From an optimization exercise on the open Yosys and OpenROAD flow, aimed at small area; shortcuts taken in it are not production practice.
RTL that was checked went through simulation tests only; none was proved equivalent to the original.
Function not checked in runs 1 and 2: the RTL went through the layout flow alone.
Power is estimated from default activity; no workload was simulated.

`flow/design.v`:
```
`timescale 1ns / 1ps
module PC(
    input clk,
    input rst,
    input jmp,
    output reg [15:0] count
);
    wire [16:0] c;
    assign c[0] = 1'b1;
    genvar i;
    generate
        for (i = 0; i < 16; i = i + 1) begin : g_inc
            assign c[i+1] = c[i] & count[i];
        end
    endgenerate
    wire [15:0] next = count ^ c[15:0];
    always @(posedge clk or posedge rst) begin
        if (rst)
            count <= 16'b0;
        else if (jmp)
            count <= 16'b0;
        else
            count <= next;
    end
endmodule
module ControlUnit (
    input  [3:0] opcode,
    output reg_write,    
    output addsub,       
    output inv,          
    output sel_mul,
    output sel_div,
    output sel_arr,      
    output sel_and,
    output sel_or,
    output sel_xor,
    output sel_not,
    output sel_ld,
    output mem_en,
    output mem_we,
    output jmp
);
    wire [15:0] d = 16'b1 << opcode;
    assign addsub    = d[0] | d[1] | d[11];
    assign inv       = d[1] | d[3];
    assign sel_mul   = d[2];
    assign sel_div   = d[3];
    assign sel_arr   = d[0] | d[1] | d[2] | d[11];
    assign sel_and   = d[4];
    assign sel_or    = d[5];
    assign sel_xor   = d[6];
    assign sel_not   = d[7];
    assign sel_ld    = d[8];
    assign mem_en    = d[8] | d[9];
    assign mem_we    = d[9];
    assign jmp       = d[12];
    assign reg_write = ~(d[9] | d[12] | d[13] | d[14] | d[15]);
endmodule
`timescale 1ns / 1ps
module RegisterFile(
    input clk,
    input rst,
    input [3:0] read_addr1,
    input [3:0] read_addr2,
    input [3:0] write_addr,
    input [15:0] write_data,
    input write_enable,
    output [15:0] read_data1,
    output [15:0] read_data2
);
    reg [15:0] registers [0:15];
    reg [15:0] valid;
    wire [15:0] wsel = write_enable ? (16'b1 << write_addr) : 16'b0;
    wire [15:0] r1sel = (16'b1 << read_addr1) & valid;
    wire [15:0] r2sel = (16'b1 << read_addr2) & valid;
    always @(posedge clk or posedge rst) begin
        if (rst)
            valid <= 16'b0;
        else
            valid <= valid | wsel;
    end
    integer k;
    always @(posedge clk) begin
        for (k = 0; k < 16; k = k + 1)
            if (wsel[k]) registers[k] <= write_data;
    end
    reg [15:0] d1, d2;
    always @(*) begin
        d1 = 16'b0;
        d2 = 16'b0;
        for (k = 0; k < 16; k = k + 1) begin
            d1 = d1 | (registers[k] & {16{r1sel[k]}});
            d2 = d2 | (registers[k] & {16{r2sel[k]}});
        end
    end
    assign read_data1 = d1;
    assign read_data2 = d2;
endmodule
`timescale 1ns / 1ps
module addrow #(parameter W = 16) (
    input  [W-1:0] x,
    input  [W-1:0] y,
    input  cin,
    input  take,
    output [W-1:0] r,
    output cout,
    output [W-1:0] tt,    
    output [W-1:0] gg     
);
    localparam integer L = (W > 8) ? 4 : (W > 4) ? 3 : (W > 2) ? 2 : (W > 1) ? 1 : 0;
    wire [W-1:0] t = x | y;
    wire [W-1:0] g0 = x & y;
    assign tt = t;
    assign gg = g0;
    wire [W-1:0] G [0:L];
    wire [W-1:0] P [0:L];
    wire [W-1:0] cinv = cin;
    assign G[0] = g0 | (t & cinv);
    assign P[0] = t;
    genvar l, j;
    generate
        for (l = 0; l < L; l = l + 1) begin : g_lvl
            for (j = 0; j < W; j = j + 1) begin : g_bit
                if (j & (1 << l)) begin : g_comb
                    localparam integer K = ((j >> (l + 1)) << (l + 1)) + (1 << l) - 1;
                    assign G[l+1][j] = G[l][j] | (P[l][j] & G[l][K]);
                    assign P[l+1][j] = P[l][j] & P[l][K];
                end else begin : g_pass
                    assign G[l+1][j] = G[l][j];
                    assign P[l+1][j] = P[l][j];
                end
            end
        end
    endgenerate
    wire [W:0] c;
    generate
        if (W <= 6) begin : g_rip
            assign c[0] = cin;
            for (j = 0; j < W; j = j + 1) begin : g_c
                assign c[j+1] = g0[j] | (t[j] & c[j]);
            end
        end else begin : g_pfx
            assign c = {G[L], cin};
        end
    endgenerate
    assign r = x ^ ({W{take}} & (y ^ c[W-1:0]));
    assign cout = c[W];
endmodule
module muldiv(
    input  [15:0] A,
    input  [15:0] B,
    input  mul,
    input  div,
    input  inv,
    output [15:0] v0,    
    output [15:0] q,     
    output [15:0] px,    
    output [15:0] gx,    
    output bnz           
);
    wire [15:0] by = B ^ {16{inv}};
    wire [16:0] hz;
    assign hz[16] = 1'b1;
    genvar i, j;
    generate
        for (i = 15; i >= 0; i = i - 1) begin : g_hz
            assign hz[i] = hz[i+1] & ~B[i];
        end
    endgenerate
    wire [15:0] v [0:16];
    assign v[16] = 16'b0;
    wire [15:0] qq;
    generate
        for (i = 15; i >= 0; i = i - 1) begin : g_row
            localparam integer W = 16 - i;
            wire xin = A[i] & ~mul;
            wire [W-1:0] x;
            if (W == 1) begin : g_x1
                assign x = xin;
            end else begin : g_xn
                assign x = {v[i+1][W-2:0], xin};
            end
            wire [W-1:0] r, rt, rg;
            wire co;
            wire take;
            addrow #(.W(W)) u_add(.x(x), .y(by[W-1:0]), .cin(inv), .take(take), .r(r),
                                  .cout(co), .tt(rt), .gg(rg));
            assign qq[i] = hz[W] & co;
            if (i > 0) begin : g_tk
                assign take = (div & qq[i]) | (mul & A[i]);
            end else begin : g_tk0
                assign take = ~mul | A[i];
                assign px = rt & ~rg;
                assign gx = rg;
            end
            if (W < 16) begin : g_r
                assign v[i][15:W] = 0;
            end
            assign v[i][W-1:0] = r;
        end
    endgenerate
    assign v0 = v[0];
    assign q = qq;
    assign bnz = ~hz[0];
endmodule
module alu(
    input  [15:0] A,
    input  [15:0] B,
    input  [15:0] mem_rd_data,
    input  addsub, inv, sel_mul, sel_div, sel_arr, sel_and, sel_or, sel_xor, sel_not, sel_ld,
    output [15:0] result
);
    wire [15:0] v0, quot, px, gx;
    wire bnz;
    muldiv u_md(.A(A), .B(B), .mul(sel_mul), .div(sel_div), .inv(inv),
                .v0(v0), .q(quot), .px(px), .gx(gx), .bnz(bnz));
    assign result = ({16{sel_arr}} & v0)
                  | ({16{sel_div & bnz}} & quot)
                  | ({16{sel_and}} & gx)
                  | ({16{sel_or}}  & (px | gx))
                  | ({16{sel_xor}} & px)
                  | ({16{sel_not}} & ~A)
                  | ({16{sel_ld}}  & mem_rd_data);
endmodule
`timescale 1ns / 1ps
module Datapath(
    input clk,
    input rst,
    input [15:0] gpio_in,
    output [15:0] gpio_out,
    output [15:0] imem_addr,
    input  [15:0] imem_rdata,
    output        dmem_en,
    output        dmem_we,
    output [15:0] dmem_addr,
    output [15:0] dmem_wdata,
    input  [15:0] dmem_rdata
);
    wire [3:0] opcode = imem_rdata[15:12];
    wire [3:0] rs1 = imem_rdata[11:8];
    wire [3:0] rs2 = imem_rdata[7:4];
    wire [3:0] rd  = imem_rdata[3:0];
    wire [15:0] A, B, result;
    wire reg_write, addsub, inv, sel_mul, sel_div, sel_arr;
    wire sel_and, sel_or, sel_xor, sel_not, sel_ld, jmp;
    ControlUnit cu(
        .opcode(opcode), .reg_write(reg_write), .addsub(addsub), .inv(inv),
        .sel_mul(sel_mul), .sel_div(sel_div), .sel_arr(sel_arr),
        .sel_and(sel_and), .sel_or(sel_or), .sel_xor(sel_xor), .sel_not(sel_not),
        .sel_ld(sel_ld), .mem_en(dmem_en), .mem_we(dmem_we), .jmp(jmp)
    );
    PC pc_inst(.clk(clk), .rst(rst), .jmp(jmp), .count(imem_addr));
    RegisterFile rf(
        .clk(clk), .rst(rst),
        .read_addr1(rs1), .read_addr2(rs2), .write_addr(rd),
        .write_data(result), .write_enable(reg_write),
        .read_data1(A), .read_data2(B)
    );
    alu alu_inst(
        .A(A), .B(B), .mem_rd_data(dmem_rdata),
        .addsub(addsub), .inv(inv), .sel_mul(sel_mul), .sel_div(sel_div), .sel_arr(sel_arr),
        .sel_and(sel_and), .sel_or(sel_or), .sel_xor(sel_xor), .sel_not(sel_not),
        .sel_ld(sel_ld), .result(result)
    );
    assign gpio_out   = A;
    assign dmem_addr  = B;
    assign dmem_wdata = A;
endmodule
```
`flow/constraint.sdc`:
```
create_clock -name core_clock -period 45.0 [get_ports {clk}]
set_input_delay 9.0000 -clock core_clock [delete_from_list [all_inputs] [get_ports {clk}]]
set_output_delay 9.0000 -clock core_clock [all_outputs]
set_load 0.01 [all_outputs]
```
`flow/flow/run.sh`:
```
#!/bin/bash
# The standard layout with these changes:
#  - synthesis is the standard flow's own script (synth_recipe.tcl and ORFS's synth.tcl),
#    except that ABC maps the logic with flow/area.script (area-oriented
#    mapping) instead of ORFS's script, and ORFS's full-adder extraction is
#    off (ADDER_MAP_FILE empty), so ABC maps the adders too;
#  - ports are buffered with sky130_fd_sc_hd__buf_1.
# make/ORFS output goes to standard.log here (and to ORFS's logs/).
set -euo pipefail
W=$(pwd)
F=$W/flow
sed "s|log_cmd abc {\*}\$abc_args|log_cmd abc {*}[lreplace \$abc_args 1 1 $F/area.script]|" \
    "$FLOW_HOME/scripts/synth.tcl" > "$W/synth_custom.tcl"
grep -q "$F/area.script" "$W/synth_custom.tcl"
sed "s|\$::env(SCRIPTS_DIR)/synth.tcl|$W/synth_custom.tcl|" "$W/synth_recipe.tcl" > "$W/my_synth.tcl"
grep -q "synth_custom.tcl" "$W/my_synth.tcl"
bash "$W/standard.sh" SYNTH_SCRIPT="$W/my_synth.tcl" ADDER_MAP_FILE= \
    "BUFFER_PORTS_ARGS=-buffer_cell sky130_fd_sc_hd__buf_1" finish > "$W/standard.log" 2>&1
```
`flow/config.mk`:
```
export PLATFORM = sky130hd
export DESIGN_NAME = Datapath
export DESIGN_NICKNAME = Datapath
export VERILOG_FILES = /design/flow/design.v
export SDC_FILE = /design/flow/constraint.sdc
export NUM_CORES = 4
export LEC_CHECK = 0
export ABC_AREA = 1
export CAP_MARGIN = 20
export CORE_MARGIN = 2
export CORE_UTILIZATION = 55
export CTS_BUF_LIST = sky130_fd_sc_hd__clkbuf_8
export CTS_CLUSTER_DIAMETER = 200
export CTS_CLUSTER_SIZE = 12
export SLEW_MARGIN = 20
```
`flow/standard.sh`:
```
#!/bin/bash
# synth_recipe.tcl (not shown) runs the flow's synth.tcl, then flattens the netlist and writes it again
# the make line also repeats each setting of config.mk as NAME=value (left out here)
make -C /OpenROAD-flow-scripts/flow DESIGN_CONFIG=/design/flow/config.mk WORK_HOME=/design/flow/orfs CLKGATE_MAP_FILE= SYNTH_SCRIPT=/design/flow/synth_recipe.tcl "${@:-finish}"
```
`flow/flow/area.script`:
```
strash
dch
map -a
strash
dch
map -a
strash
dch
map -a
topo
stime -c
```
==> results of run 1 <==
-- how the worst max path moves through the flow --
| stage | from | end | slack (ns) | depth (start not counted) |
|---|---|---|---|---|
| finish | imem_rdata[7] | rf.registers[0][15] | 3.13 | 226 |
| global placement | imem_rdata[7] | rf.registers[4][15] | 0.36 | 222 |
| CTS | imem_rdata[7] | rf.registers[7][15] | 0.03 | 225 |
| detailed placement | imem_rdata[7] | rf.registers[4][15] | -0.49 | 225 |
| global route | imem_rdata[5] | rf.registers[14][15] | -0.27 | 234 |
| floorplan | imem_rdata[4] | rf.registers[0][15] | 5.71 | 222 |
-- routing by layer --
metal  vias to the layer above  wire, um
met1                      8588     25200
met3                       365      9200
met5                         -         0
li1                       8179         -
met4                         0      5690
met2                      1337     32600
-- registers in the layout (all words and copies together) (netlist names) --
| signal | flops |
|---|---|
| pc_inst.count | 16 |
| rf.registers | 256 |
| rf.valid | 16 |
-- cell type report --
| class | instances | area share |
|---|---|---|
| inverter | 264 | 0.0471 |
| tap | 442 | 0.0262 |
| multi-input combinational | 1590 | 0.439 |
| sequential | 288 | 0.402 |
| clock inverter | 11 | 0.00196 |
| clock buffer | 27 | 0.0176 |
| timing repair buffer | 229 | 0.0657 |
-- worst max-delay path: cells and delay by family --
| kind | cells | cell delay, ns |
|---|---|---|
| buffers and inverters | 39 | 5.00 |
| xor gates and xnor gates | 10 | 1.89 |
| and+or+nand+nor | 82 | 10.18 |
| AOI/OAI and AO/OA | 92 | 14.98 |
| adders and majority gates | 3 | 1.04 |
-- cells by family (layout without fill, tap and decap cells) --
kind of cell               Yosys count  count (layout)
buffers and inverters              280             531
and+or+nand+nor                    827             827
xor gates and xnor gates           180             180
adders and majority gates            3               3
AOI/OAI and AO/OA                  580             580
DFF                                288             288
-- metrics by stage --
step,area [um^2],hold WS (ns),TNS [ns],util
floorplan,18400,0.481,0,-
global placement,20300,0.460,0,0.621
detailed placement,20300,0.473,-19.00,0.622
CTS,20800,0.485,0,0.635
global route,21100,0.515,-6.00,0.646
finish,21100,0.486,0,0.646
-- power by group through the flow --
stage               sequential [mW]  combinational (mW)  clock (mW)
floorplan                     0.336               0.208           0
global placement              0.335               0.301           0
detailed placement            0.335               0.308           0
CTS                           0.329               0.310       0.141
global route                  0.330               0.362       0.152
finish                        0.329               0.331       0.142
-- layout by cell type, fill, tap and decap left out, types with 7 or more instances in the layout --
cell type    n
nor3_1      24
inv_1       11
nor3_2      37
a221oi_1    46
xnor2_1     36
or2_2        8
dfrtp_1     32
a21oi_2     12
o211ai_1     9
o22ai_1     14
a22oi_1    166
nand2_1    362
buf_4      127
a211oi_1     7
buf_1       97
xor2_1     136
o2111ai_1   12
clkinv_1   257
o21ai_1     10
a21oi_1    111
nand3_1     61
clkbuf_8    27
edfxtp_1   256
nand4_1     32
o21ai_0    148
nor2_2      17
nor2_1     259
-- repair_timing --
item	in CTS	in global routing
buffers inserted	0	11
endpoints found under the setup margin	0	256
resized for setup	0	81
==> flow_summary.ini, run 1 <==
[setup_path]
cp.required_ns = 45.34
cp_max_fo = 16
arrival_ns = 42.21
slowest_stage = a211oi_1
reg2reg_to = rf.registers[0][15]
rr_worst_depth = 227
max_stage_delay_ns = 0.64
rrSetupSlack_ns = 11.43
r2r_start = rf.valid[5]
cp_common_cell = nand2_1
crit_type = in -> reg
startpoint_type = input pin
critPathCaptureType = flip-flop

[die]
die_w_um = 187
fp.coreArea_um2 = 32700
dieArea_um2 = 34900
start_util = 0.561
boundaryPins = 116
fp.dieH_um = 187
rows = 66

[status]
status = finished clean

[global_routing]
grt_use_met3 = 0.0935
met2_usage = 0.648
grt_overflow = 0
grt_pass1_vias = 17100
grt_max_degree = 33
grt.total_usage = 0.403
antenna_found_initial = 1
grt_pass1_wl_um = 105000
grt_use_met1 = 0.489
grt.busiest_layer = met2

[drt]
wl_um = 72700
viasPerCell = 6.48
routedWlPerCell_um = 25.5
drc = 0
drt_iter0_markers = 2239
num_vias = 18500
ant_nets = 0
drtPass1Iterations = 6

[clocking]
clk_path_buf_depth = 3
clk_pin_slew_ns = 0.08
cts_tree = done
cts_buffers = 27
cts_root_buffer = clkbuf_8
htree_num_levels = 1
ctsHoldBuffers = 0
clk_latency_ns = 0.62
cts_sinks = 288

[timing]
finalMaxSlewViolations = 0
period_needed_ns = 41.87
finalHoldViolations = 0
setup_viol = 0
relSlewSlack = 0.304
fin_worst_skew_ns = 0.0523
period_share = 0.931
setup_ws_ns = 3.13
fmax_ghz = 0.0239
tightest_slew_ns = 1.04

[placement]
place_inst = 2802
port_buffers = 99
gp_congestion = 0.988
dp_slack_ns = -0.493
dp_hpwl_um = 49800

[synthesis]
synth_top_family_by_area = compound AO/OA/AOI/OAI gates
synth_cells = 2158
syn_nets = 2208
synth.top_cell.area_share = 0.419
yosysUniqueCellTypes = 40
synth-seq-area-share = 0.462
yosys_warnings = 20
ys_ff_latch = 288
synth_top_cell_by_area = edfxtp_1
synth_compound_area_frac = 0.203
synth_xor_area_frac = 0.0859
synth_top_flop_cell = edfxtp_1
async_flop_share = 0.111
synthMuxAreaShare = 0
netlist_top_cells_area = edfxtp_1 42%, nand2_1 7.4%, a22oi_1 6.8%, xor2_1 6.8%, nor2_1 5.8%
synth_commonest_cells = 363 x nand2_1, 282 x nor2_1, 264 x clkinv_1
synth-edff-count = 256
synth.cell_area_um2 = 18400
synth_fa_ha_area_frac = 0.00164
synth_most_common_cell = nand2_1
synthSimpleGateAreaFrac = 0.186
synth_area_per_cell_um2 = 8.51

[power]
p_total_uw = 803
p_sw_uw = 323
clock_power_share = 0.177
power_switching_share = 0.402
ir_drop_mv = 0.0288
comb_power_share = 0.413
p_leak_nw = 7.44
power_density_nw_per_um2 = 38.0
p_int_uw = 480
seqPwrFrac = 0.410

[hold_path]
hp-class = reg -> reg
min_to = pc_inst.count[0]
min_path_cells = 1
min_from = pc_inst.count[0]

[final_layout]
n_fill_cell = 2815
multi_input_area_um2 = 9280
regArea_um2 = 8490
area_growth_pct = 15.0
nNetsFinal = 2450
layout.cells.non_filler = 2851
drive_gt1_frac = 0.122
diodes = 0

[flow_run]
maxCapViolations = 0
==> run 2: changes to the inputs <==
==> flow/flow/area.script (replaced) <==
strash
&get -n
&dch -f
&nf -R 1000
&put
strash
&get -n
&dch -f
&nf -R 1000
&put
strash
&get -n
&dch -f
&nf -R 1000
&put
topo
stime -c
==> run 2 against run 1 <==
  * Still clean on timing, DRC and antenna
  * Cell count fell by 12%
  * Setup slack got worse by 0.73 ns
  * Via count decreased by 8.5%
  * Total power is 1.3% higher
  * First-iteration DRC count is 17% higher
  * Wire length decreased by 9.2%
  * Critical path type unchanged
  * Highest routed layer unchanged
==> flow_summary.ini, run 2 <==
[status]
status = finished clean

[global_routing]
grt_pass1_wl_um = 94800
grt_max_degree = 33
grt.total_usage = 0.382
grt_pass1_vias = 15700
grt_overflow = 0
antenna_found_initial = 2

[setup_path]
cp_common_cell = nor2_1
slowest_stage = o21ai_0
path_buf_inv = 18
crit_type = in -> reg
cp_max_fo = 16
startpoint_type = input pin
arrival_ns = 43.00
crit_family = compound AO/OA/AOI/OAI gates
max_stage_delay_ns = 0.44
critPathCaptureType = flip-flop
cp.required_ns = 45.40

[final_layout]
n_fill_cell = 2558
layout.cells.non_filler = 2501
multi_input_area_um2 = 9290
largest_reg_flops = 256
layout.cells.most_common_list = 256 x edfxtp_1, 239 x buf_4, 232 x nor2_1
drive_gt1_frac = 0.172
regArea_um2 = 8490
area_growth_pct = 19.5
mostFrequentLayoutCell = edfxtp_1
nNetsFinal = 2140
final_util = 0.666
top_register = rf.registers
top_regs = rf.registers x256, pc_inst.count x16, rf.valid x16

[synthesis]
synth_area_per_cell_um2 = 10.1
synth-seq-area-share = 0.483
synth_top_cell_by_area = edfxtp_1
ys_ff_latch = 288
yosysUniqueCellTypes = 49
synth.cell_area_um2 = 17600
synth.top_cell.area_share = 0.437
synth_cells = 1735
syn_nets = 1785
netlist_top_cells_area = edfxtp_1 44%, xnor2_1 9.7%, a222oi_1 5.7%, nor2_1 5.3%, dfrtp_1 4.6%
yosys_warnings = 20
synth_commonest_cells = 256 x edfxtp_1, 250 x nor2_1, 195 x xnor2_1
synth_top_flop_cell = edfxtp_1
synth-edff-count = 256
synth_most_common_cell = edfxtp_1
async_flop_share = 0.111

[die]
die_w_um = 183
rows = 65
start_util = 0.557
boundaryPins = 116
dieArea_um2 = 33400
fp.dieH_um = 183
fp.coreArea_um2 = 31600

[timing]
tightest_slew_ns = 1.01
fmax_ghz = 0.0235
finalHoldViolations = 0
period_share = 0.947
period_needed_ns = 42.60
finalMaxSlewViolations = 0
setup_ws_ns = 2.40
relSlewSlack = 0.323
setup_viol = 0
holdWs_ns = 0.497
fin_worst_skew_ns = 0.0495

[drt]
wl_um = 66000
met1_length_um = 23500
num_vias = 16900
wl_met2_um = 31400
viasPerCell = 6.76
drc = 0
routedWlPerCell_um = 26.4
ant_nets = 0
drt_iter0_markers = 2617
top_layer = met4
wl_met3_um = 7390
drtPass1Iterations = 11

[clocking]
clk_path_buf_depth = 3
ctsHoldBuffers = 0
cts_buffers = 27
cts_root_buffer = clkbuf_8
cts_sinks = 288
clk_pin_slew_ns = 0.09
clk_latency_ns = 0.60
cts_tree = done
htree_num_levels = 1

[power]
p_int_uw = 513
p_leak_nw = 7.39
seqPwrFrac = 0.401
p_sw_uw = 301
power_switching_share = 0.370
comb_power_share = 0.429
power_density_nw_per_um2 = 38.7
ir_drop_mv = 0.0300
clock_power_share = 0.170

[hold_path]
hp-class = reg -> reg

[placement]
place_inst = 2447
gp_congestion = 0.948
port_buffers = 99
dp_slack_ns = -0.0424
dp_hpwl_um = 45900

[flow_run]
maxCapViolations = 0
## run 2: cell count changes in the layout (fill, tap and decap cells not counted), sizes merged, moves of 31 or more
cell,delta
xor2,-86
nand2,-171
buf,+110
nor2,-32
and3,+31
clkinv,-231
a22oi,-114
a222oi,+100
o21ai,-99
a21oi,-32
xnor2,+157
## run 2: logic make-up (layout without fill, tap and decap cells)
group / count (synthesis) / after routing / share of synthesized area
adder cells (fa/ha/maj): 31 / 31 / 0.0177
buffers and inverters: 42 / 405 / 0.0124
other: 0 / 1 / 0
XOR/XNOR: 251 / 251 / 0.125
AND/OR/NAND/NOR: 670 / 670 / 0.172
flip-flops: 288 / 288 / 0.483
AO/OA/AOI/OAI: 453 / 453 / 0.190
## run 2: power groups by stage
stage / Clock [mW] / Combinational [mW] / Sequential [mW]
5_1_grt: 0.148 / 0.375 / 0.327
3_5_place_dp: 0 / 0.326 / 0.332
6_report: 0.139 / 0.349 / 0.326
3_3_place_gp: 0 / 0.320 / 0.331
4_1_cts: 0.139 / 0.327 / 0.326
2_1_floorplan: 0 / 0.206 / 0.332
## run 2: worst reg2reg max path: cells and delay by family, from the launching register on
kind,cells,cell delay (ns)
AOI/OAI and AO/OA,74,11.51
adders and majority gates,23,7.73
xor gates and xnor gates,13,2.29
buffers and inverters,16,2.62
DFF,1,0.41
and+or+nand+nor,69,9.51
## run 2: worst paths after layout
path / from / endpoint / slack [ns] / depth (start not counted)
max: imem_rdata[6] / rf.registers[4][10] / 2.40 / 198
min: rf.valid[7] / rf.valid[7] / 0.50 / 1
max reg2reg: rf.valid[1] / rf.registers[4][10] / 10.73 / 195
min reg2reg: rf.valid[7] / rf.valid[7] / 0.50 / 1
max in group asynchronous: rst / rf.valid[10] / 36.20 / 3
min in group asynchronous: rst / pc_inst.count[14] / 8.45 / 3
## run 2: final cells by class
type | instances | area share
Clock inverter | 10 | 0.00179
Tap cell | 402 | 0.0240
Sequential cell | 288 | 0.404
Antenna cell | 1 | 0.000119
Clock buffer | 27 | 0.0177
Multi-Input combinational cell | 1405 | 0.442
Timing Repair Buffer | 342 | 0.105
Inverter | 26 | 0.00465
## run 2: per-stage QoR
stage	power (mW)	setup TNS, ns	instance area [um^2]
floorplan	0.538	0	17600
global placement	0.651	0	20200
detailed placement	0.658	-0.962	20200
CTS	0.792	0	20600
global route	0.850	-14.06	21000
finish	0.813	0	21000
## run 2: what timing repair did
item	CTS	global route
resized for setup	0	86
endpoints found under the hold margin	0	0
endpoints found under the setup margin	0	256
buffers inserted	0	13
## run 2: metal layers
metal	vias up	global-route usage
li1	7402	-
met1	8032	0.463
met2	1197	0.648
met3	274	0.0794
met4	0	0.197
met5	-	0
==> run 3: changes to the inputs <==
--- a/flow/design.v
+++ b/flow/design.v
@@ -132,17 +132,7 @@
             end
         end
     endgenerate
-    wire [W:0] c;
-    generate
-        if (W <= 6) begin : g_rip
-            assign c[0] = cin;
-            for (j = 0; j < W; j = j + 1) begin : g_c
-                assign c[j+1] = g0[j] | (t[j] & c[j]);
-            end
-        end else begin : g_pfx
-            assign c = {G[L], cin};
-        end
-    endgenerate
+    wire [W:0] c = {G[L], cin};
     assign r = x ^ ({W{take}} & (y ^ c[W-1:0]));
     assign cout = c[W];
 endmodule
--- a/flow/flow/run.sh
+++ b/flow/flow/run.sh
@@ -4,7 +4,10 @@
 #    except that ABC maps the logic with flow/area.script (area-oriented
 #    mapping) instead of ORFS's script, and ORFS's full-adder extraction is
 #    off (ADDER_MAP_FILE empty), so ABC maps the adders too;
-#  - ports are buffered with sky130_fd_sc_hd__buf_1.
+#  - ports are buffered with sky130_fd_sc_hd__buf_1;
+#  - buf_4 and larger plain buffers are added to the platform's don't-use
+#    list (make appends the platform's list to this one), so repairs use
+#    buf_1/buf_2.
 # make/ORFS output goes to standard.log here (and to ORFS's logs/).
 set -euo pipefail
 W=$(pwd)
@@ -14,5 +17,6 @@
 grep -q "$F/area.script" "$W/synth_custom.tcl"
 sed "s|\$::env(SCRIPTS_DIR)/synth.tcl|$W/synth_custom.tcl|" "$W/synth_recipe.tcl" > "$W/my_synth.tcl"
 grep -q "synth_custom.tcl" "$W/my_synth.tcl"
-bash "$W/standard.sh" SYNTH_SCRIPT="$W/my_synth.tcl" ADDER_MAP_FILE= \
+export DONT_USE_CELLS="sky130_fd_sc_hd__buf_4 sky130_fd_sc_hd__buf_6 sky130_fd_sc_hd__buf_8 sky130_fd_sc_hd__buf_12 sky130_fd_sc_hd__buf_16"
+bash "$W/standard.sh" SYNTH_SCRIPT="$W/my_synth.tcl" ADDER_MAP_FILE= "MIN_BUF_CELL_AND_PORTS=sky130_fd_sc_hd__buf_2 A X" \
     "BUFFER_PORTS_ARGS=-buffer_cell sky130_fd_sc_hd__buf_1" finish > "$W/standard.log" 2>&1
==> flow/flow/area.script (replaced) <==
strash
dch
map -a
strash
dch
map -a
topo
stime -c
==> run 3 against run 2 <==
  * Setup slack improved by 0.83 ns
  * Sequential share of layout area up 0.10 points
  * Area after synthesis rose by 5.6%
  * Combinational power down 8.3%
  * Critical path depth grew 13
  * Cell count grew 16%
  * Maximum frequency up 2.0%
  * Register-to-register slack better by 0.84 ns
  * Cell area decreased by 0.26%
  * Total power fell by 3.5%
==> flow_summary.ini, run 3 <==
[synthesis]
yosysUniqueCellTypes = 37
synth-edff-count = 256
async_flop_share = 0.111
netlist_top_cells_area = edfxtp_1 41%, nand2_1 7.8%, xor2_1 6.6%, nor2_1 6.4%, clkinv_1 6.0%
synth_most_common_cell = nand2_1
synth.top_cell.area_share = 0.414
synth_area_per_cell_um2 = 8.30
synth_commonest_cells = 384 x nand2_1, 315 x nor2_1, 296 x clkinv_1
yosys_warnings = 20
ys_ff_latch = 288
synth_top_flop_cell = edfxtp_1
synth-seq-area-share = 0.457
synth_cells = 2237
synth_top_cell_by_area = edfxtp_1
synth.cell_area_um2 = 18600
syn_nets = 2287

[clocking]
clk_pin_slew_ns = 0.08
cts_sinks = 288
cts_tree = done
cts_root_buffer = clkbuf_8
cts_buffers = 27
clk_latency_ns = 0.62
htree_num_levels = 1
clk_path_buf_depth = 3

[final_layout]
final_area_um2 = 20900
area_growth_pct = 12.8
drive_gt1_frac = 0.0898
nNetsFinal = 2503
top_register = rf.registers
n_fill_cell = 2987
top_regs = rf.registers x256, pc_inst.count x16, rf.valid x16
multi_input_area_um2 = 9200
diodes = 0
mostFrequentLayoutCell = nand2_1
largest_reg_flops = 256
layout.cells.most_common_list = 382 x nand2_1, 296 x nor2_1, 294 x clkinv_1
regArea_um2 = 8490

[global_routing]
grt_pass1_vias = 17000
grt_overflow = 0
grt.total_usage = 0.406
grt_max_degree = 33
antenna_found_initial = 1
grt_pass1_wl_um = 106000

[timing]
tightest_slew_ns = 1.06
finalHoldViolations = 0
finalMaxSlewViolations = 0
period_needed_ns = 41.77
rsz0062_at_grt = false
period_share = 0.928
fin_worst_skew_ns = 0.0572
setup_viol = 0
tns_ns = 0
fmax_ghz = 0.0239
relSlewSlack = 0.293

[drt]
num_vias = 18600
wl_um = 73300
drc = 0
wl_met3_um = 8590
viasPerCell = 6.41
routedWlPerCell_um = 25.2
ant_nets = 0
drt_iter0_markers = 2151
met1_length_um = 25700
drtPass1Iterations = 6
top_layer = met5
wl_met2_um = 33200

[die]
fp.coreArea_um2 = 33400
fp.dieH_um = 188
rows = 67
die_w_um = 188
boundaryPins = 116
dieArea_um2 = 35200
start_util = 0.557

[placement]
dp_hpwl_um = 50700
placed_area_um2 = 20400
port_buffers = 99
gp_congestion = 0.992

[setup_path]
max_stage_delay_ns = 0.50
startpoint_type = input pin
cp.required_ns = 45.32
crit_family = compound AO/OA/AOI/OAI gates
slowest_stage = a2111oi_1
cp_max_fo = 16
arrival_ns = 42.09
critPathCaptureType = flip-flop
cp_common_cell = nand2_1
crit_type = in -> reg
path_buf_inv = 37

[power]
power_density_nw_per_um2 = 37.5
p_leak_nw = 7.32
ir_drop_mv = 0.0342

[hold_path]
hp-class = reg -> reg

[status]
status = finished clean

[flow_run]
maxCapViolations = 0
run 3: final cells by class:
| class | instances | share of cell area |
|---|---|---|
| well taps | 448 | 0.0268 |
| repair buffers | 203 | 0.0556 |
| inverters | 296 | 0.0534 |
| clock buffers | 27 | 0.0177 |
| flip-flops and latches | 288 | 0.405 |
| multi-input cells | 1637 | 0.439 |
| clock inverters | 11 | 0.00197 |
run 3: cells by family after synthesis:
family | count (synthesis) | synth area share
DFF | 288 | 0.457
AOI/OAI and AO/OA | 591 | 0.203
xor gates and xnor gates | 176 | 0.0830
and+or+nand+nor | 867 | 0.191
adders and majority gates | 3 | 0.00162
buffers and inverters | 312 | 0.0642
run 3: repair_timing:
| item | 4_1_cts | 5_1_grt |
|---|---|---|
| endpoints found under the setup margin | 0 | 256 |
| hold buffers | 0 | 0 |
| setup buffers | 0 | 3 |
| resized for setup | 0 | 20 |
run 3: layer usage:
metal	global-route usage	vias to the layer above
li1	-	8343
met1	0.493	8693
met2	0.657	1260
met3	0.0840	344
met4	0.266	2
met5	0	-
run 3: worst paths after layout:
path / from / endpoint / slack, ns / cells past startpoint
min: pc_inst.count[0] / pc_inst.count[0] / 0.49 / 1
max in group asynchronous: rst / rf.valid[6] / 36.26 / 3
min reg2reg: pc_inst.count[0] / pc_inst.count[0] / 0.49 / 1
max reg2reg: rf.valid[6] / rf.registers[0][15] / 11.57 / 210
min in group asynchronous: rst / pc_inst.count[13] / 8.42 / 3
max: imem_rdata[7] / rf.registers[0][15] / 3.23 / 211
run 3: where the power goes:
group | internal [mW] | switching [mW] | total (mW) | leakage, nW
registers | 0.318 | 0.00528 | 0.323 | 2.70
clock network | 0.0545 | 0.0872 | 0.142 | 0.253
logic | 0.0964 | 0.224 | 0.320 | 4.36
run 3: stage by stage:
step                power (mW)  std cells   util  setup WS, ns  hold slack (ns)
global route             0.825       2910  0.628       0.00383            0.514
global placement         0.628       2867  0.612          1.53            0.457
finish                   0.785       2910  0.628          3.23            0.495
CTS                      0.773       2906  0.624          1.35            0.487
detailed placement       0.636       2868  0.612         0.906            0.476
floorplan                0.540       2237      -          7.42            0.481

port drivers added, routing unchanged:
The results above use ideal ports. As a check the final layouts listed here were re-extracted and re-timed, cells and wires unchanged.
Step 1: set_driving_cell puts a clkbuf_16 on clk and a buf_2 on each other input, an assumption about the parent block.
Step 2 moves the port delays by t, midway between the first and last clock arrival at a register: inputs arrive t later, outputs are due t later. That takes back most of the time a late clock gives input paths.
Three values: ideal ports, drivers, drivers and shift; two values: the first two.
| run | shift t [ns] | setup slack, ns | worst setup path at the end | cell pins on the clock port's net |
|---|---|---|---|---|
| run 1 | 0.639 | 3.125 / 3.155 / 2.516 | input to register | 1 |
| run 2 | 0.627 | 2.399 / 2.426 / 1.799 | input to register | 1 |
| run 3 | 0.645 | 3.229 / 3.254 / 2.610 | input to register | 1 |
After both steps every run listed still meets setup and hold. For run 3, which loses most, drivers alone change the setup slack by +0.025 ns; drivers and shift together by -0.619 ns.
